From an optimization exercise on the open Yosys and OpenROAD flow, aimed at small area, a short achievable clock period and few clock cycles; shortcuts taken in it are not production practice. Function was checked by simulation only, so behaviour that the tests miss may differ from the original. Power is estimated from default activity; no workload was simulated.

==> flow/design.v <==
module fadder(
  input [WIDTH-1 : 0] a,
  input [WIDTH - 1 : 0] b,
  input sub_enable,
  input carry_in,
  output [WIDTH - 1 : 0] res,
  output carry_out);
  parameter WIDTH = 8;
  wire [WIDTH - 1 : 0] carry;
  wire [WIDTH - 1 : 0] b_in;
  assign carry_out = carry[WIDTH-1];
  assign b_in = sub_enable ? ~(b) : b;
  genvar i;
  generate
    for (i = 0; i < WIDTH; i = i + 1) begin
      if (i == 0) begin
        assign res[i] = (a[i] ^ b_in[i]) ^ carry_in;
        assign carry[i] = ((a[i] ^ b_in[i]) & carry_in) | (a[i] & b_in[i]);
      end else begin
        assign res[i] = (a[i] ^ b_in[i]) ^ carry[i-1];
        assign carry[i] = ((a[i] ^ b_in[i]) & carry[i-1]) | (a[i] & b_in[i]);
      end
    end
  endgenerate
endmodule
module shl8(
  input [7 : 0] a,
  input [2 : 0] shift,
  output [7 : 0] res,
  output carry);
  assign {carry, res} = (shift == 3'b000) ? {1'b0, a} :
                        (shift == 3'b001) ? {a[7 : 0], {1'b0}}:
                        (shift == 3'b010) ? {a[6 : 0], {2'b0}}:
                        (shift == 3'b011) ? {a[5 : 0], {3'b0}}:
                        (shift == 3'b100) ? {a[4 : 0], {4'b0}}:
                        (shift == 3'b101) ? {a[3 : 0], {5'b0}}:
                        (shift == 3'b110) ? {a[2 : 0], {6'b0}}:
                        {a[1 : 0], {7'b0}};
endmodule
module mul4x4(
  input [3 : 0] a,
  input [3 : 0] b,
  output [7 : 0] res);
  wire [2 : 0] shift_carry, sum_carry;
  wire [7 : 0] a0, a1, a2, a3, sum0, sum1;
  assign a0 = {4'b0, b[0] ? a : {3'b0}};
  shl8 shifta1(
    .a({4'b0, b[1] ? a : {3'b0}}),
    .shift(3'b001),
    .res(a1),
    .carry(shift_carry[0]));
  shl8 shifta2(
    .a({4'b0, b[2] ? a : {3'b0}}),
    .shift(3'b010),
    .res(a2),
    .carry(shift_carry[1]));
  shl8 shifta3(
    .a({4'b0, b[3] ? a : {3'b0}}),
    .shift(3'b011),
    .res(a3),
    .carry(shift_carry[2]));
  fadder #(.WIDTH(8)) adder1(
    .a(a0),
    .b(a1),
    .sub_enable(1'b0),
    .carry_in(1'b0),
    .res(sum0),
    .carry_out(sum_carry[0]));
  fadder #(.WIDTH(8)) adder2(
    .a(sum0),
    .b(a2),
    .sub_enable(1'b0),
    .carry_in(1'b0),
    .res(sum1),
    .carry_out(sum_carry[1]));
  fadder #(.WIDTH(8)) adder3(
    .a(sum1),
    .b(a3),
    .sub_enable(1'b0),
    .carry_in(1'b0),
    .res(res),
    .carry_out(sum_carry[2]));
endmodule
module alu(
  input [WIDTH-1 : 0] a,
  input [WIDTH-1 : 0] b,
  input mul_enable,
  input sub_enable,
  input shift_enable,
  input [2 : 0] shift_pos,
  output [WIDTH-1 : 0] result,
  output carry_out);
  parameter WIDTH = 8;
  wire [WIDTH-1 : 0] adder_res;
  wire adder_carry;
  wire [7 : 0] shift_res;
  wire shift_carry;
  wire [7: 0] mul_res;
  assign result = (mul_enable) ? mul_res :
                  (shift_enable) ? shift_res :
                  (adder_res);
  assign carry_out = (shift_enable) ? shift_carry :
                     adder_carry;
  fadder #(.WIDTH(WIDTH)) ripple_adder(
    .a(a),
    .b(b),
    .sub_enable(sub_enable),
    .carry_in(sub_enable),
    .res(adder_res),
    .carry_out(adder_carry));
  shl8 left_shift(
    .a(a),
    .shift(shift_pos),
    .res(shift_res),
    .carry(shift_carry));
  mul4x4 multiply(a[3:0], a[7:4], mul_res);
endmodule
module pcounter(
  input rst,
  input clk,
  input enable,
  input jump,
  input out_enable,
  input [ADDRESS_WIDTH-1 : 0] bus_in,
  output [ADDRESS_WIDTH-1 : 0] bus_out);
  parameter ADDRESS_WIDTH = 4;
  reg [ADDRESS_WIDTH-1 : 0] counter;
  assign bus_out = (out_enable) ? counter : 0;
  always @(posedge clk) begin
    if (rst) begin
      counter <= 0;
    end else begin
      if (enable) begin
        counter <= counter + 1;
      end else if (jump) begin
        counter <= bus_in;
      end
    end
  end
endmodule
module ram(
  input clk,
  input enable,
  input write_enable,
  input [WIDTH-1 : 0] addr,
  input [WIDTH-1 : 0] data_in,
  output [WIDTH-1 : 0] data_out);
  parameter ADDRESS_WIDTH = 4;
  parameter WIDTH = 8;
  parameter MEMORY_SIZE = 1 << ADDRESS_WIDTH;
  reg [WIDTH-1 : 0] mem [0 : MEMORY_SIZE-1];
  assign data_out = (enable) ? mem[addr] : {WIDTH{1'b0}};
  always @(posedge clk) begin
    if (write_enable) begin
      mem[addr] <= data_in;
    end
  end
endmodule
module cpu(
  input clk,
  input rst,                 
  input prog_we,             
  input [3 : 0] prog_addr,   
  input [7 : 0] prog_data,   
  input out_ready,           
  output out_valid,          
  output [7 : 0] out_data,   
  output halted);            
  localparam NOP = 4'h0, LDA = 4'h1, ADD = 4'h2, SUB = 4'h3, STA = 4'h4,
             OUT = 4'h5, JMP = 4'h6, LDI = 4'h7, JC = 4'h8, SHLA = 4'h9,
             MULA = 4'ha;
  reg [7 : 0] mem [0 : 15];
  reg [7 : 0] ir;
  reg [3 : 0] pcn;
  reg [7 : 0] reg_a;
  reg [7 : 0] reg_b;
  reg carry;
  wire [3 : 0] op = ir[7 : 4];
  wire [3 : 0] x = ir[3 : 0];
  wire is_lda = (op == LDA);
  wire is_add = (op == ADD);
  wire is_sub = (op == SUB);
  wire is_sta = (op == STA);
  wire is_out = (op == OUT);
  wire is_jmp = (op == JMP);
  wire is_ldi = (op == LDI);
  wire is_jc = (op == JC);
  wire is_shl = (op == SHLA);
  wire is_mul = (op == MULA);
  wire is_hlt = (op > MULA);
  assign halted = is_hlt;
  assign out_valid = is_out;
  assign out_data = reg_a;
  wire [7 : 0] rd_x = mem[x];
  wire [7 : 0] rd_p = mem[pcn];
  wire cpu_we = is_sta & ~rst;
  wire [3 : 0] wa = prog_we ? prog_addr : x;
  wire [7 : 0] wd = prog_we ? prog_data : reg_a;
  always @(posedge clk) begin
    if (prog_we | cpu_we)
      mem[wa] <= wd;
  end
  wire [8 : 0] sum = {1'b0, reg_a} + {1'b0, rd_x};
  wire [7 : 0] diff = reg_a - rd_x;
  wire [8 : 0] shl = {1'b0, reg_a} << x[2 : 0];
  wire [7 : 0] prod = reg_a[3 : 0] * reg_a[7 : 4];
  wire [8 : 0] ab = {1'b0, reg_a} + {1'b0, reg_b};
  wire taken = is_jmp | (is_jc & carry);
  wire stall = is_hlt | (is_out & ~out_ready);
  wire fwd = is_sta & (x == pcn);
  wire [7 : 0] ir_seq = fwd ? reg_a : rd_p;
  wire [7 : 0] ir0 = (prog_we && prog_addr == 4'd0) ? prog_data : mem[0];
  always @(posedge clk) begin
    if (rst) begin
      ir <= ir0;
      pcn <= 4'd1;
    end else if (!stall) begin
      ir <= taken ? rd_x : ir_seq;
      pcn <= taken ? x + 4'd1 : pcn + 4'd1;
    end
  end
  always @(posedge clk) begin
    if (rst) begin
      reg_a <= 8'd0;
      reg_b <= 8'd0;
      carry <= 1'b0;
    end else begin
      case (op)
        LDA: reg_a <= rd_x;
        ADD: begin
          reg_a <= sum[7 : 0];
          reg_b <= rd_x;
          carry <= sum[8];
        end
        SUB: begin
          reg_a <= diff;
          reg_b <= rd_x;
        end
        LDI: reg_a <= {4'd0, x};
        SHLA: begin
          reg_a <= shl[7 : 0];
          carry <= shl[8];
        end
        MULA: begin
          reg_a <= prod;
          carry <= ab[8];
        end
        default: ;
      endcase
    end
  end
endmodule
==> flow/run.sh <==
#!/bin/bash
# synth_recipe.tcl (not shown) runs the flow's synth.tcl, then flattens the netlist and writes it again
# the make line also repeats each setting of config.mk as NAME=value (left out here)
make -C /OpenROAD-flow-scripts/flow DESIGN_CONFIG=/design/flow/config.mk WORK_HOME=/design/flow/orfs CLKGATE_MAP_FILE= SYNTH_SCRIPT=/design/flow/synth_recipe.tcl finish
==> flow/config.mk <==
export PLATFORM = sky130hd
export DESIGN_NAME = cpu
export DESIGN_NICKNAME = cpu
export VERILOG_FILES = /design/flow/design.v
export SDC_FILE = /design/flow/constraint.sdc
export NUM_CORES = 4
export LEC_CHECK = 0
export CAP_MARGIN = 20
export CORE_MARGIN = 2
export CORE_UTILIZATION = 40
export SLEW_MARGIN = 20
==> flow/constraint.sdc <==
create_clock -name core_clock -period 5.0 [get_ports {clk}]
set_input_delay 1.0000 -clock core_clock [delete_from_list [all_inputs] [get_ports {clk}]]
set_output_delay 1.0000 -clock core_clock [all_outputs]
set_load 0.01 [all_outputs]
==> results.py, run 1 <==
metrics = {
    "timing": {
        "timing.fmax_mhz": 266.6,
        "rsz0062_at_grt": "false",
        "relSlewSlack": 0.2823,
        "setup_tns_ns": 0,
        "timing.final.crit_share": 0.7502,
        "whs_ns": 0.4613,
        "finClkSkew_ns": 0.01531,
        "min_period_ns": 3.751,
        "setup_viol": 0,
        "maxSlewViolCount": 0,
        "worst_slew_pin_slew_ns": 1.073,
        "final_hold_viol_count": 0,
    },
    "place": {
        "place.gp.congestion": 0.8934,
        "place_hpwl_um": 18810,
        "placed_area_mm2": 0.01056,
        "place_inst": 1133,
        "io_buffers": 25,
    },
    "pwr": {
        "vdd_drop_max_mv": 0.2438,
        "p_leak_uw": 0.004039,
        "pwr_density_cell_mw_per_mm2": 589.2,
    },
    "global_routing": {
        "grtUsageTotal": 0.2056,
        "gr-total-overflow": 0,
        "first_global_vias": 6842,
        "antenna_found_initial": 0,
        "grt_max_degree": 44,
        "grt_pass1_wl_um": 40760,
    },
    "yosys": {
        "postSynthAreaPerCell_um2": 12.29,
        "syn_area_mm2": 0.01001,
        "yosysWarnings": 1,
        "yosysMostFrequentCell": "edfxtp_1",
        "ys.flop_type": "edfxtp_1",
        "synth-async-reset-ratio": 0,
        "synth_top_cell_area_share": 0.4078,
        "syn-instance-count": 815,
        "synth_nets": 872,
        "ys_seq_area_frac": 0.4658,
        "synth_cell_types": 75,
        "synth_edf_count": 136,
        "netlist_top_cells_count": "edfxtp_1 (136), nand2_1 (64), mux2i_1 (55), nor2_1 (45), a21oi_1 (39)",
        "ys_seq_elements": 165,
        "synth_area_leaders": "edfxtp_1 (41%), mux4_2 (8.3%), dfxtp_1 (5.8%)",
        "yosysTopAreaCell": "edfxtp_1",
    },
    "worst_setup_path": {
        "start_kind": "flop",
        "r2r_slack_ns": 1.25,
        "worstPathArrival_ns": 4.10,
        "cp.required_ns": 5.35,
        "slowest_stage": "dfxtp_2",
        "endpoint_kind": "flop",
        "crit_chain": "buf_12, mux4_2, mux4_2, inv_1, ha_1, inv_1, or3_1, o31ai_1, nor4_1, o41ai_2",
        "cp_max_fo": 34,
        "cpPeakStageDelay_ns": 0.65,
        "critPathBufInv": 3,
        "critPathKind": "flop to flop",
        "cp_top_family": "multiplexers",
    },
    "final_layout": {
        "final_layout_size_suffix_gt1_frac": 0.1367,
        "final_cells": 1165,
        "syn_to_final_growth_pct": 11.51,
        "finish.instance_area_mm2": 0.01117,
        "n_antenna_cell": 0,
        "nets": 885,
        "post-route-util": 0.4565,
        "fillers": 2177,
    },
    "clock_network": {
        "hold_buffers": 0,
        "htree_num_levels": 4,
        "cts_buffers": 17,
        "clkSinkCount": 165,
        "cts.repair.resized": 0,
        "clk_latency_ns": 0.44,
        "clk_path_buf_depth": 2,
        "cts_setup_buffers": 0,
        "clkTransAtPathRegs_ns": 0.08,
        "cts_root_buf": "clkbuf_16",
        "cts_tree": "yes",
    },
    "floorplanning": {
        "rows": 57,
        "initial_utilization": 0.4094,
        "die_area_mm2": 0.02632,
        "io_pins": 26,
        "die_w_um": 162.2,
        "coreArea_mm2": 0.02446,
        "dieHeight_um": 162.2,
    },
    "flow_run": {
        "maxCapViolations": 0,
    },
    "status": {
        "status": "no timing/DRC/antenna violations",
    },
    "detailed_routing": {
        "via_per_inst": 6.049,
        "totalWireLength_um": 26380,
        "detail-route-antenna-nets": 0,
        "wl_per_cell_um": 22.64,
        "first_iter_violations": 563,
        "first_pass_iters": 6,
        "vias": 7047,
        "drc": 0,
    },
    "hold_path": {
        "hp-class": "flop to flop",
    },
}
[worst paths after layout]
check                 from        to  depth (start not counted)
setup / recovery      flop  reg_a[5]                         10
hold reg to reg   reg_b[7]  reg_b[7]                          2
hold / removal    reg_b[7]  reg_b[7]                          2
setup reg to reg      flop  reg_a[5]                         10
[per-layer routing]
metal | part of all wire | vias up | track usage
met5 | 0 | - | 0
met4 | 0.025 | 0 | 0.06999
met3 | 0.061 | 40 | 0.03626
met2 | 0.47 | 268 | 0.3267
met1 | 0.44 | 3517 | 0.2862
li1 | - | 3222 | -
[registers in the layout, summed over array words and instances, names as in the netlist, named ones only]
register,flops
carry,1
ir,8
mem,128
pcn,4
reg_a,8
reg_b,8
[cells in the final DEF, fill, tap and decap left out, drive strengths merged, types with 11 or more instances in the layout]
master         count
edfxtp           136
nand2             64
mux2i             55
mux4              55
nor2              46
a21oi             39
o21ai             37
ha                35
inv               30
dfxtp             29
a22oi             25
clkdlybuf4s50     25
buf               24
a211oi            20
and2              19
clkbuf            18
nor3              18
nand2b            14
a31oi             12
mux2              11
[power by group]
part,internal (µW),total [µW],switching [µW]
combinational,1340,3080,1740
sequential,1750,2130,379
clock,793,1370,575
total,3880,6580,2690
[metrics by stage]
step | total power (µW) | setup slack (ns)
finish | 6580 | 1.249
global route | 6979 | 1.031
CTS | 6568 | 1.264
detailed placement | 5203 | 1.279
global placement | 5198 | 1.343
floorplan | 4378 | 1.490
[tightest hold or removal path, delay by kind of cell, from the launching register on]
| family | cells | cell delay (ns) |
|---|---|---|
| flip-flops | 1 | 0.32 |
| AND/OR/NAND/NOR | 1 | 0.05 |
| AO/OA/AOI/OAI | 1 | 0.05 |
[final cells by class]
cell class,instances,area (µm²),share of cell area
clock buffer,18,429.2,0.03843
sequential,165,4667,0.4179
inverter,27,101.3,0.009076
multi-input combinational,568,4945,0.4428
timing repair buffer,49,442.9,0.03966
clock inverter,14,176.4,0.01580
tap,324,405.4,0.03630
[kinds of logic after synthesis]
kind of cell             share of synthesized area
multiplexers                                0.1982
AND/OR/NAND/NOR                             0.1132
buffers and inverters                      0.04048
XOR/XNOR                                  0.006122
flip-flops                                  0.4658
AO/OA/AOI/OAI                               0.1206
adder cells (fa/ha/maj)                    0.05572
Testbench counts, summed over its fixed seeds: cycles 7,409.
==> inputs of run 2 (changes only) <==
--- a/flow/design.v
+++ b/flow/design.v
@@ -171,28 +171,34 @@
              MULA = 4'ha;
   reg [7 : 0] mem [0 : 15];
   reg [7 : 0] ir;
+  reg [7 : 0] ir2;
+  reg [7 : 0] m;
   reg [3 : 0] pcn;
+  reg minv;
   reg [7 : 0] reg_a;
   reg [7 : 0] reg_b;
   reg carry;
+  reg valid_q;
+  reg halted_q;
   wire [3 : 0] op = ir[7 : 4];
   wire [3 : 0] x = ir[3 : 0];
-  wire is_lda = (op == LDA);
-  wire is_add = (op == ADD);
-  wire is_sub = (op == SUB);
   wire is_sta = (op == STA);
   wire is_out = (op == OUT);
-  wire is_jmp = (op == JMP);
-  wire is_ldi = (op == LDI);
-  wire is_jc = (op == JC);
-  wire is_shl = (op == SHLA);
-  wire is_mul = (op == MULA);
   wire is_hlt = (op > MULA);
-  assign halted = is_hlt;
-  assign out_valid = is_out;
+  wire taken = (op == JMP) | ((op == JC) & carry);
+  wire needs_m = (op == LDA) | (op == ADD) | (op == SUB) | taken;
+  assign halted = halted_q;
+  assign out_valid = valid_q;
   assign out_data = reg_a;
-  wire [7 : 0] rd_x = mem[x];
-  wire [7 : 0] rd_p = mem[pcn];
+  wire stall = is_hlt | (is_out & ~out_ready);
+  wire bub = minv & needs_m;
+  wire fwd = is_sta & (x == pcn);
+  wire [3 : 0] pcn1 = pcn + 4'd1;
+  wire [3 : 0] x1 = x + 4'd1;
+  wire [3 : 0] ma = bub ? x : taken ? m[3 : 0] : ir2[3 : 0];
+  wire [3 : 0] na = taken ? x1 : pcn1;
+  wire [7 : 0] rd_m = mem[ma];
+  wire [7 : 0] rd_n = mem[na];
   wire cpu_we = is_sta & ~rst;
   wire [3 : 0] wa = prog_we ? prog_addr : x;
   wire [7 : 0] wd = prog_we ? prog_data : reg_a;
@@ -200,41 +206,54 @@
     if (prog_we | cpu_we)
       mem[wa] <= wd;
   end
-  wire [8 : 0] sum = {1'b0, reg_a} + {1'b0, rd_x};
-  wire [7 : 0] diff = reg_a - rd_x;
+  wire [7 : 0] ir_n = taken ? m : fwd ? reg_a : ir2;
+  wire [7 : 0] ir2_n = (is_sta & (x == pcn1)) ? reg_a : rd_n;
+  wire [7 : 0] m_n = (is_sta & (x == ir2[3 : 0])) ? reg_a : rd_m;
+  wire [7 : 0] ir_r = (prog_we && prog_addr == 4'd0) ? prog_data : mem[0];
+  wire [7 : 0] ir2_r = (prog_we && prog_addr == 4'd1) ? prog_data : mem[1];
+  always @(posedge clk) begin
+    if (rst) begin
+      ir <= ir_r;
+      ir2 <= ir2_r;
+      pcn <= 4'd1;
+      minv <= 1'b1;
+      valid_q <= (ir_r[7 : 4] == OUT);
+      halted_q <= (ir_r[7 : 4] > MULA);
+    end else if (!stall) begin
+      m <= m_n;
+      if (bub) begin
+        minv <= 1'b0;
+      end else begin
+        ir <= ir_n;
+        ir2 <= ir2_n;
+        pcn <= na;
+        minv <= fwd & ~taken;
+        valid_q <= (ir_n[7 : 4] == OUT);
+        halted_q <= (ir_n[7 : 4] > MULA);
+      end
+    end
+  end
+  wire [8 : 0] sum = {1'b0, reg_a} + {1'b0, m};
+  wire [7 : 0] diff = reg_a - m;
   wire [8 : 0] shl = {1'b0, reg_a} << x[2 : 0];
   wire [7 : 0] prod = reg_a[3 : 0] * reg_a[7 : 4];
   wire [8 : 0] ab = {1'b0, reg_a} + {1'b0, reg_b};
-  wire taken = is_jmp | (is_jc & carry);
-  wire stall = is_hlt | (is_out & ~out_ready);
-  wire fwd = is_sta & (x == pcn);
-  wire [7 : 0] ir_seq = fwd ? reg_a : rd_p;
-  wire [7 : 0] ir0 = (prog_we && prog_addr == 4'd0) ? prog_data : mem[0];
-  always @(posedge clk) begin
-    if (rst) begin
-      ir <= ir0;
-      pcn <= 4'd1;
-    end else if (!stall) begin
-      ir <= taken ? rd_x : ir_seq;
-      pcn <= taken ? x + 4'd1 : pcn + 4'd1;
-    end
-  end
   always @(posedge clk) begin
     if (rst) begin
       reg_a <= 8'd0;
       reg_b <= 8'd0;
       carry <= 1'b0;
-    end else begin
+    end else if (!bub) begin
       case (op)
-        LDA: reg_a <= rd_x;
+        LDA: reg_a <= m;
         ADD: begin
           reg_a <= sum[7 : 0];
-          reg_b <= rd_x;
+          reg_b <= m;
           carry <= sum[8];
         end
         SUB: begin
           reg_a <= diff;
-          reg_b <= rd_x;
+          reg_b <= m;
         end
         LDI: reg_a <= {4'd0, x};
         SHLA: begin
==> results.py, run 2 <==
metrics = {
    "flow_run": {
        "maxCapViolations": 0,
    },
    "clock_network": {
        "clk_latency_ns": 0.45,
        "clk_path_buf_depth": 2,
        "cts_setup_buffers": 0,
        "cts_tree": "yes",
        "hold_buffers": 0,
        "clkSinkCount": 176,
        "cts_buffers": 17,
        "cts_root_buf": "clkbuf_16",
        "cts.repair.resized": 0,
        "clkTransAtPathRegs_ns": 0.08,
        "htree_num_levels": 4,
    },
    "detailed_routing": {
        "wl_per_cell_um": 24.14,
        "met1Wirelength_um": 14320,
        "drc": 0,
        "dr_wl_met3_um": 2170,
        "maxUsedRoutingLayer": "met4",
        "first_iter_violations": 813,
        "totalWireLength_um": 32220,
        "vias": 8017,
        "first_pass_iters": 7,
        "detail-route-antenna-nets": 0,
        "via_per_inst": 6.005,
        "wl_met2_um": 14760,
    },
    "pwr": {
        "vdd_drop_max_mv": 0.4412,
        "p_leak_uw": 0.004687,
        "pwr_density_cell_mw_per_mm2": 695.7,
    },
    "final_layout": {
        "finish.instance_area_mm2": 0.01208,
        "top_register": "mem",
        "final_layout_size_suffix_gt1_frac": 0.09859,
        "largest_reg_flops": 128,
        "final_common_cell": "mux2i_1",
        "nets": 1039,
        "most-common-layout-cells": "mux2i_1 (186), edfxtp_1 (154), nor2_1 (73)",
        "n_antenna_cell": 0,
        "syn_to_final_growth_pct": 10.90,
    },
    "timing": {
        "relSlewSlack": 0.3060,
        "fin_ws_ns": 1.272,
        "final_hold_viol_count": 0,
        "worst_slew_pin_slew_ns": 1.037,
        "maxSlewViolCount": 0,
        "setup_viol": 0,
        "rsz0062_at_grt": "false",
        "setup_tns_ns": 0,
        "min_period_ns": 3.729,
        "finClkSkew_ns": 0.02172,
        "timing.final.crit_share": 0.7457,
        "timing.fmax_mhz": 268.2,
    },
    "place": {
        "io_buffers": 25,
        "placed_area_mm2": 0.01146,
        "pre_cts_ws_ns": 1.273,
        "place.gp.congestion": 0.9162,
        "place_hpwl_um": 22120,
    },
    "worst_setup_path": {
        "endpoint_kind": "flop",
        "critPathLaunch": "reg_a[5]",
        "cp.required_ns": 5.30,
        "reg2reg_from": "reg_a[5]",
        "cpPeakStageDelay_ns": 0.80,
        "cp_top_family": "adder cells",
        "critPathKind": "flop to flop",
        "start_kind": "flop",
        "cp_max_fo": 16,
        "timing.rr.end": "reg_a[6]",
        "crit_chain": "nand2_1, fa_1, inv_1, fa_1, inv_1, fa_1, inv_1, a21o_1, a21oi_1, xnor2_1, a211oi_1, o21ai_0, a221oi_1, nor4_1",
        "r2r_slack_ns": 1.27,
        "critPathBufInv": 3,
        "slowest_stage": "dfxtp_1",
        "r2r_cells": 14,
        "worstPathArrival_ns": 4.03,
    },
    "yosys": {
        "yosysMostFrequentCell": "mux2i_1",
        "netlist_top_cells_count": "mux2i_1 (188), edfxtp_1 (154), nor2_1 (73), nand2_1 (71), o22ai_1 (48)",
        "ys_seq_area_frac": 0.4651,
        "synth_area_leaders": "edfxtp_1 (42%), mux2i_1 (17%), ha_1 (4.1%)",
        "synth_top_cell_area_share": 0.4246,
        "ys.flop_type": "edfxtp_1",
        "synth_nets": 1028,
        "syn-instance-count": 970,
        "syn_area_mm2": 0.01089,
        "postSynthAreaPerCell_um2": 11.23,
        "yosysTopAreaCell": "edfxtp_1",
        "ys_seq_elements": 176,
        "synth_edf_count": 154,
        "synth_cell_types": 71,
        "synth-async-reset-ratio": 0,
        "yosysWarnings": 1,
    },
    "global_routing": {
        "grt_max_degree": 66,
        "grtUsageTotal": 0.2292,
        "first_global_vias": 7851,
        "gr-total-overflow": 0,
        "antenna_found_initial": 0,
        "grt_pass1_wl_um": 48660,
    },
    "hold_path": {
        "worstHoldPathCells": 2,
        "min_from": "reg_b[0]",
        "hp-class": "flop to flop",
        "min_to": "reg_b[0]",
    },
    "floorplanning": {
        "rows": 60,
        "io_pins": 26,
        "dieHeight_um": 169.0,
        "die_w_um": 169.0,
        "coreArea_mm2": 0.02688,
        "die_area_mm2": 0.02856,
        "initial_utilization": 0.4052,
    },
    "status": {
        "status": "no timing/DRC/antenna violations",
    },
}
==> run 2: metrics by stage <==
step                      instances  power (µW)  utilization  hold slack [ns]
after floorplan                 970        5707            -           0.4367
after global placement         1303        6916       0.4264           0.4473
after detailed placement       1303        6935       0.4264           0.4533
after CTS                      1335        8331       0.4494           0.4642
after global routing           1335        8808       0.4494           0.4791
final                          1335        8402       0.4494           0.4636
==> run 2: logic make-up (layout without fill, tap and decap cells) <==
family	Yosys count	after routing	synth area share
compound gates	206	206	0.1278
xor+xnor	25	25	0.02011
fa+ha+maj	42	42	0.05239
buf+inv	89	113	0.04216
flops	176	176	0.4651
mux	209	209	0.1966
simple gates	223	223	0.09594
==> run 2: report_power, final <==
group	internal, µW	switching, µW	leakage [µW]
combinational	1920	2750	0.00278
clock	682	706	0.000294
sequential	1950	402	0.00161
==> run 2: worst max path at each step <==
| stage | slack, ns | depth (start not counted) | endpoint |
|---|---|---|---|
| finish | 1.27 | 14 | reg_a[6] |
| global route | 1.03 | 14 | reg_a[6] |
| CTS | 1.26 | 14 | reg_a[6] |
| detailed placement | 1.27 | 14 | reg_a[6] |
| global placement | 1.39 | 14 | reg_a[6] |
| floorplan | 1.59 | 15 | reg_a[6] |
==> run 2: final cells by class <==
class                           instances  area [µm²]
Fill cell                            2465       14800
Sequential cell                       176        5065
Timing Repair Buffer                   51       465.4
Inverter                               30       112.6
Tap cell                              341       426.7
Clock inverter                         15       191.4
Multi-Input combinational cell        705        5391
Clock buffer                           17       425.4
==> run 2: routing by layer <==
| metal | vias to the layer above | track usage |
|---|---|---|
| met1 | 3923 | 0.3152 |
| met3 | 55 | 0.03928 |
| li1 | 3693 | - |
| met5 | - | 0 |
| met4 | 0 | 0.08436 |
| met2 | 346 | 0.3648 |
==> run 2: tightest hold or removal path, stage by stage (launching register included) <==
cell and delay, ns:
dfxtp_1 0.32, nand2_1 0.05, a21oi_1 0.05
Testbench counts of run 2, summed over its fixed seeds: cycles 7,489.
==> inputs of run 3 (changes only) <==
--- a/flow/design.v
+++ b/flow/design.v
@@ -180,25 +180,34 @@
   reg carry;
   reg valid_q;
   reg halted_q;
+  reg f_jmp, f_jc, f_mem, f_sub, f_mul, f_sta;
+  reg g_jmp;
   wire [3 : 0] op = ir[7 : 4];
   wire [3 : 0] x = ir[3 : 0];
-  wire is_sta = (op == STA);
+  wire is_sta = f_sta;
   wire is_out = (op == OUT);
   wire is_hlt = (op > MULA);
-  wire taken = (op == JMP) | ((op == JC) & carry);
-  wire needs_m = (op == LDA) | (op == ADD) | (op == SUB) | taken;
+  wire taken = f_jmp | (f_jc & carry);
+  wire needs_m = f_mem | taken;
   assign halted = halted_q;
   assign out_valid = valid_q;
   assign out_data = reg_a;
-  wire stall = is_hlt | (is_out & ~out_ready);
+  wire stall = halted_q | (valid_q & ~out_ready);
   wire bub = minv & needs_m;
   wire fwd = is_sta & (x == pcn);
-  wire [3 : 0] pcn1 = pcn + 4'd1;
-  wire [3 : 0] x1 = x + 4'd1;
-  wire [3 : 0] ma = bub ? x : taken ? m[3 : 0] : ir2[3 : 0];
-  wire [3 : 0] na = taken ? x1 : pcn1;
+  wire fold = g_jmp & ~taken & ~is_sta;
+  wire [3 : 0] ma = bub ? x : ir2[3 : 0];
+  wire [3 : 0] nb = taken ? x : fold ? ir2[3 : 0] : pcn;
+  wire [3 : 0] na = nb + 4'd1;
   wire [7 : 0] rd_m = mem[ma];
-  wire [7 : 0] rd_n = mem[na];
+  wire [7 : 0] memr [0 : 15];
+  genvar gi;
+  generate
+    for (gi = 0; gi < 16; gi = gi + 1) begin : rot
+      assign memr[gi] = mem[(gi + 1) % 16];
+    end
+  endgenerate
+  wire [7 : 0] rd_n = memr[nb];
   wire cpu_we = is_sta & ~rst;
   wire [3 : 0] wa = prog_we ? prog_addr : x;
   wire [7 : 0] wd = prog_we ? prog_data : reg_a;
@@ -206,11 +215,14 @@
     if (prog_we | cpu_we)
       mem[wa] <= wd;
   end
-  wire [7 : 0] ir_n = taken ? m : fwd ? reg_a : ir2;
-  wire [7 : 0] ir2_n = (is_sta & (x == pcn1)) ? reg_a : rd_n;
+  wire [3 : 0] xm1 = x - 4'd1;
+  wire [7 : 0] ir2_n = (is_sta & (xm1 == pcn)) ? reg_a : rd_n;
   wire [7 : 0] m_n = (is_sta & (x == ir2[3 : 0])) ? reg_a : rd_m;
+  wire [7 : 0] ir_n = taken ? m : fwd ? reg_a : fold ? m_n : ir2;
   wire [7 : 0] ir_r = (prog_we && prog_addr == 4'd0) ? prog_data : mem[0];
   wire [7 : 0] ir2_r = (prog_we && prog_addr == 4'd1) ? prog_data : mem[1];
+  always @(posedge clk)
+    m <= m_n;
   always @(posedge clk) begin
     if (rst) begin
       ir <= ir_r;
@@ -219,25 +231,55 @@
       minv <= 1'b1;
       valid_q <= (ir_r[7 : 4] == OUT);
       halted_q <= (ir_r[7 : 4] > MULA);
+      f_jmp <= (ir_r[7 : 4] == JMP);
+      f_jc <= (ir_r[7 : 4] == JC);
+      f_mem <= (ir_r[7 : 4] == LDA) | (ir_r[7 : 4] == ADD) | (ir_r[7 : 4] == SUB);
+      f_sub <= (ir_r[7 : 4] == SUB);
+      f_mul <= (ir_r[7 : 4] == MULA);
+      f_sta <= (ir_r[7 : 4] == STA);
+      g_jmp <= (ir2_r[7 : 4] == JMP);
     end else if (!stall) begin
-      m <= m_n;
       if (bub) begin
         minv <= 1'b0;
       end else begin
         ir <= ir_n;
         ir2 <= ir2_n;
         pcn <= na;
-        minv <= fwd & ~taken;
+        minv <= fwd | fold | taken;
         valid_q <= (ir_n[7 : 4] == OUT);
         halted_q <= (ir_n[7 : 4] > MULA);
+        f_jmp <= (ir_n[7 : 4] == JMP);
+        f_jc <= (ir_n[7 : 4] == JC);
+        f_mem <= (ir_n[7 : 4] == LDA) | (ir_n[7 : 4] == ADD) | (ir_n[7 : 4] == SUB);
+        f_sub <= (ir_n[7 : 4] == SUB);
+        f_mul <= (ir_n[7 : 4] == MULA);
+        f_sta <= (ir_n[7 : 4] == STA);
+        g_jmp <= (ir2_n[7 : 4] == JMP);
       end
     end
   end
-  wire [8 : 0] sum = {1'b0, reg_a} + {1'b0, m};
-  wire [7 : 0] diff = reg_a - m;
+  wire [7 : 0] opnd = (f_mul ? reg_b : m) ^ {8{f_sub}};
+  wire [8 : 0] sum = {1'b0, reg_a} + {1'b0, opnd} + {8'd0, f_sub};
   wire [8 : 0] shl = {1'b0, reg_a} << x[2 : 0];
-  wire [7 : 0] prod = reg_a[3 : 0] * reg_a[7 : 4];
-  wire [8 : 0] ab = {1'b0, reg_a} + {1'b0, reg_b};
+  wire [3 : 0] lo = reg_a[3 : 0];
+  wire [3 : 0] hi = reg_a[7 : 4];
+  wire [5 : 0] lo3 = {2'b0, lo} + {1'b0, lo, 1'b0};
+  reg [5 : 0] pp0, pp1;
+  always @(*) begin
+    case (hi[1 : 0])
+      2'd0: pp0 = 6'd0;
+      2'd1: pp0 = {2'b0, lo};
+      2'd2: pp0 = {1'b0, lo, 1'b0};
+      default: pp0 = lo3;
+    endcase
+    case (hi[3 : 2])
+      2'd0: pp1 = 6'd0;
+      2'd1: pp1 = {2'b0, lo};
+      2'd2: pp1 = {1'b0, lo, 1'b0};
+      default: pp1 = lo3;
+    endcase
+  end
+  wire [7 : 0] prod = {2'b0, pp0} + {pp1, 2'b0};
   always @(posedge clk) begin
     if (rst) begin
       reg_a <= 8'd0;
@@ -252,7 +294,7 @@
           carry <= sum[8];
         end
         SUB: begin
-          reg_a <= diff;
+          reg_a <= sum[7 : 0];
           reg_b <= m;
         end
         LDI: reg_a <= {4'd0, x};
@@ -262,7 +304,7 @@
         end
         MULA: begin
           reg_a <= prod;
-          carry <= ab[8];
+          carry <= sum[8];
         end
         default: ;
       endcase
--- a/flow/config.mk
+++ b/flow/config.mk
@@ -8,4 +8,6 @@
 export CAP_MARGIN = 20
 export CORE_MARGIN = 2
 export CORE_UTILIZATION = 40
+export SETUP_SLACK_MARGIN = 2.5
 export SLEW_MARGIN = 20
+export TNS_END_PERCENT = 5
==> results.py, run 3 <==
metrics = {
    "worst_setup_path": {
        "critPathKind": "flop to flop",
        "timing.rr.end": "f_jc",
        "endpoint_kind": "flop",
        "r2r_cells": 11,
        "endpoint": "f_jc",
        "cp.required_ns": 5.19,
        "cp_max_fo": 6,
        "reg2reg_from": "f_jc",
        "r2r_slack_ns": 1.69,
        "start_kind": "flop",
        "critPathLaunch": "f_jc",
        "worstPathArrival_ns": 3.50,
    },
    "pwr": {
        "p_leak_uw": 0.005043,
        "power_uw": 11660,
        "vdd_drop_max_mv": 0.4707,
        "pwr_density_cell_mw_per_mm2": 839.9,
    },
    "detailed_routing": {
        "first_pass_iters": 8,
        "totalWireLength_um": 44750,
        "vias": 10700,
        "first_iter_violations": 1421,
        "via_per_inst": 6.467,
        "wl_per_cell_um": 27.04,
        "detail-route-antenna-nets": 0,
        "drc": 0,
    },
    "final_layout": {
        "largest_reg_flops": 128,
        "most-common-layout-cells": "nand2_1 (186), edfxtp_1 (153), buf_4 (111)",
        "top_register": "mem",
        "nets": 1303,
        "final_common_cell": "nand2_1",
        "syn_to_final_growth_pct": 22.08,
        "n_antenna_cell": 0,
        "final_layout_size_suffix_gt1_frac": 0.2138,
    },
    "clock_network": {
        "htree_num_levels": 4,
        "cts_buffers": 17,
        "clk_path_buf_depth": 2,
        "clkTransAtPathRegs_ns": 0.08,
        "hold_buffers": 0,
        "clk_latency_ns": 0.45,
        "cts_tree": "yes",
        "cts_root_buf": "clkbuf_16",
        "clkSinkCount": 183,
    },
    "yosys": {
        "netlist_top_cells_count": "nand2_1 (187), edfxtp_1 (153), nor2_1 (91), clkbuf_1 (62)",
        "syn-instance-count": 1179,
        "synth_nets": 1218,
        "synth_top_cell_area_share": 0.4042,
        "yosysTopAreaCell": "edfxtp_1",
        "ys_seq_elements": 183,
        "syn_area_mm2": 0.01137,
        "ys_seq_area_frac": 0.4570,
        "postSynthAreaPerCell_um2": 9.641,
        "synth_area_leaders": "edfxtp_1 (40%), nand2_1 (6.2%), dfxtp_1 (5.3%)",
        "synth_cell_types": 91,
        "synth_edf_count": 153,
        "yosysMostFrequentCell": "nand2_1",
        "yosysWarnings": 1,
        "synth-async-reset-ratio": 0,
        "ys.flop_type": "edfxtp_1",
    },
    "global_routing": {
        "first_global_vias": 10090,
        "gr-total-overflow": 0,
        "grtUsageTotal": 0.2892,
        "grt_max_degree": 42,
        "antenna_found_initial": 0,
        "grt_pass1_wl_um": 64230,
    },
    "timing": {
        "setup_tns_ns": 0,
        "timing.fmax_mhz": 302.0,
        "rsz0062_at_grt": "true",
        "timing.final.crit_share": 0.6622,
        "setup_viol": 0,
        "maxSlewViolCount": 0,
        "relSlewSlack": 0.2331,
        "min_period_ns": 3.311,
        "finClkSkew_ns": 0.01353,
        "final_hold_viol_count": 0,
        "worst_slew_pin_slew_ns": 1.146,
    },
    "floorplanning": {
        "dieHeight_um": 172.6,
        "io_pins": 26,
        "die_w_um": 172.6,
        "coreArea_mm2": 0.02786,
        "die_area_mm2": 0.02978,
        "initial_utilization": 0.4080,
        "rows": 61,
    },
    "place": {
        "io_buffers": 25,
        "place_hpwl_um": 29440,
        "place.gp.congestion": 0.9667,
    },
    "hold_path": {
        "min_from": "reg_b[6]",
        "hp-class": "flop to flop",
    },
    "flow_run": {
        "maxCapViolations": 0,
    },
    "status": {
        "status": "no timing/DRC/antenna violations",
    },
}
-- run 3: what timing repair did --
item / 4_1_cts / 5_1_grt
gates resized for setup: 67 / 40
gates cloned: 1 / 0
pin swaps: 23 / 32
setup endpoints to repair: 104 / 174
buffers inserted: 57 / 27
-- run 3: metrics by stage --
| stage | instance area [µm²] | worst slack [ns] | std cells | hold WS, ns | utilization |
|---|---|---|---|---|---|
| after floorplan | 11510 | 2.092 | 1179 | 0.4360 | - |
| after global placement | 12140 | 1.106 | 1538 | 0.4423 | 0.4358 |
| after detailed placement | 12140 | 1.016 | 1538 | 0.4487 | 0.4358 |
| after CTS | 13520 | 1.773 | 1628 | 0.4605 | 0.4853 |
| after global routing | 13880 | 1.705 | 1655 | 0.4819 | 0.4981 |
| final | 13880 | 1.689 | 1655 | 0.4592 | 0.4981 |
-- run 3: per-layer routing --
layer	routed length, µm	track usage	share of wire	vias to the layer above
met3	4234	0.05475	0.095	186
met5	0	0	0	-
met4	2997	0.1720	0.067	0
met1	17100	0.3621	0.38	5193
met2	20420	0.4665	0.46	694
li1	-	-	-	4630
-- run 3: cell families (layout without fill, tap and decap cells) --
| logic type | Yosys count | count (layout) | share of synthesized area |
|---|---|---|---|
| AND/OR/NAND/NOR | 428 | 429 | 0.1749 |
| AO/OA/AOI/OAI | 334 | 334 | 0.2108 |
| flip-flops | 183 | 183 | 0.4570 |
| buffers and inverters | 111 | 208 | 0.03907 |
| multiplexers | 69 | 69 | 0.06703 |
| XOR/XNOR | 31 | 31 | 0.02389 |
| adder cells (fa/ha/maj) | 23 | 23 | 0.02730 |
-- run 3: power by group --
| group | leakage (µW) | switching [µW] | total [µW] | internal [µW] |
|---|---|---|---|---|
| registers | 0.00168 | 394 | 2440 | 2040 |
| logic | 0.00307 | 4740 | 7820 | 3070 |
| clock network | 0.000288 | 722 | 1400 | 678 |
-- run 3: how the worst min path moves through the flow --
stage / endpoint / slack, ns / cells after the start
CTS: reg_b[6] / 0.46 / 2
global route: reg_b[6] / 0.48 / 2
finish: reg_b[6] / 0.46 / 2
global placement: reg_b[4] / 0.44 / 2
floorplan: reg_b[1] / 0.44 / 2
detailed placement: reg_b[6] / 0.45 / 2
-- run 3: layout make-up --
class                           instances  area (µm²)
Timing Repair Buffer                  150        1251
Sequential cell                       183        5213
Clock buffer                           18       429.2
Tap cell                              378       473.0
Multi-Input combinational cell        886        6236
Inverter                               26       101.3
Fill cell                            2564       13980
Clock inverter                         14       173.9
-- run 3: critical path, cell delays in order (launching register included) --
cell and delay, ns:
edfxtp_1 0.49, a211o_4 0.42, buf_4 0.16, nand3_4 0.09, buf_4 0.16, and3_4 0.19, a2111oi_2 0.05, a311oi_2 0.41
o22ai_2 0.18, o31ai_4 0.40, a31oi_4 0.17, and4bb_2 0.31
Testbench counts of run 3, summed over its fixed seeds: cycles 7,055.

[separate check: timing with driven ports]
No port has a modelled driver above. Below, the same layouts with a new extraction and two added sets of constraints.
Step 1 assumes that a clkbuf_16 drives the clock port and a buf_2 every other input.
Step 2, shift: input delay + t, output delay - t, t = (earliest + latest rising clock arrival at the registers) / 2. This alone moves slack from input paths to output paths.
Slacks: ideal ports / drivers / drivers and shift; pairs: ideal ports / drivers.
| run | t, ns | setup WS [ns] | hold WS [ns] | worst setup path at the end | clock arrival spread, ns |
|---|---|---|---|---|---|
| run 1 | 0.475 | 1.249 / 1.249 / 1.249 | 0.461 / 0.461 / 0.461 | register to register | 0.015 / 0.016 |
| run 2 | 0.487 | 1.271 / 1.271 / 1.261 | 0.464 / 0.464 / 0.464 | input to register | 0.022 / 0.022 |
| run 3 | 0.496 | 1.689 / 1.689 / 1.405 | 0.459 / 0.459 / 0.459 | input to register | 0.014 / 0.013 |
After both steps every run listed still meets setup and hold. The setup slack of run 3, which loses most, moves by 0.000 ns with the drivers and by -0.284 ns with both steps.
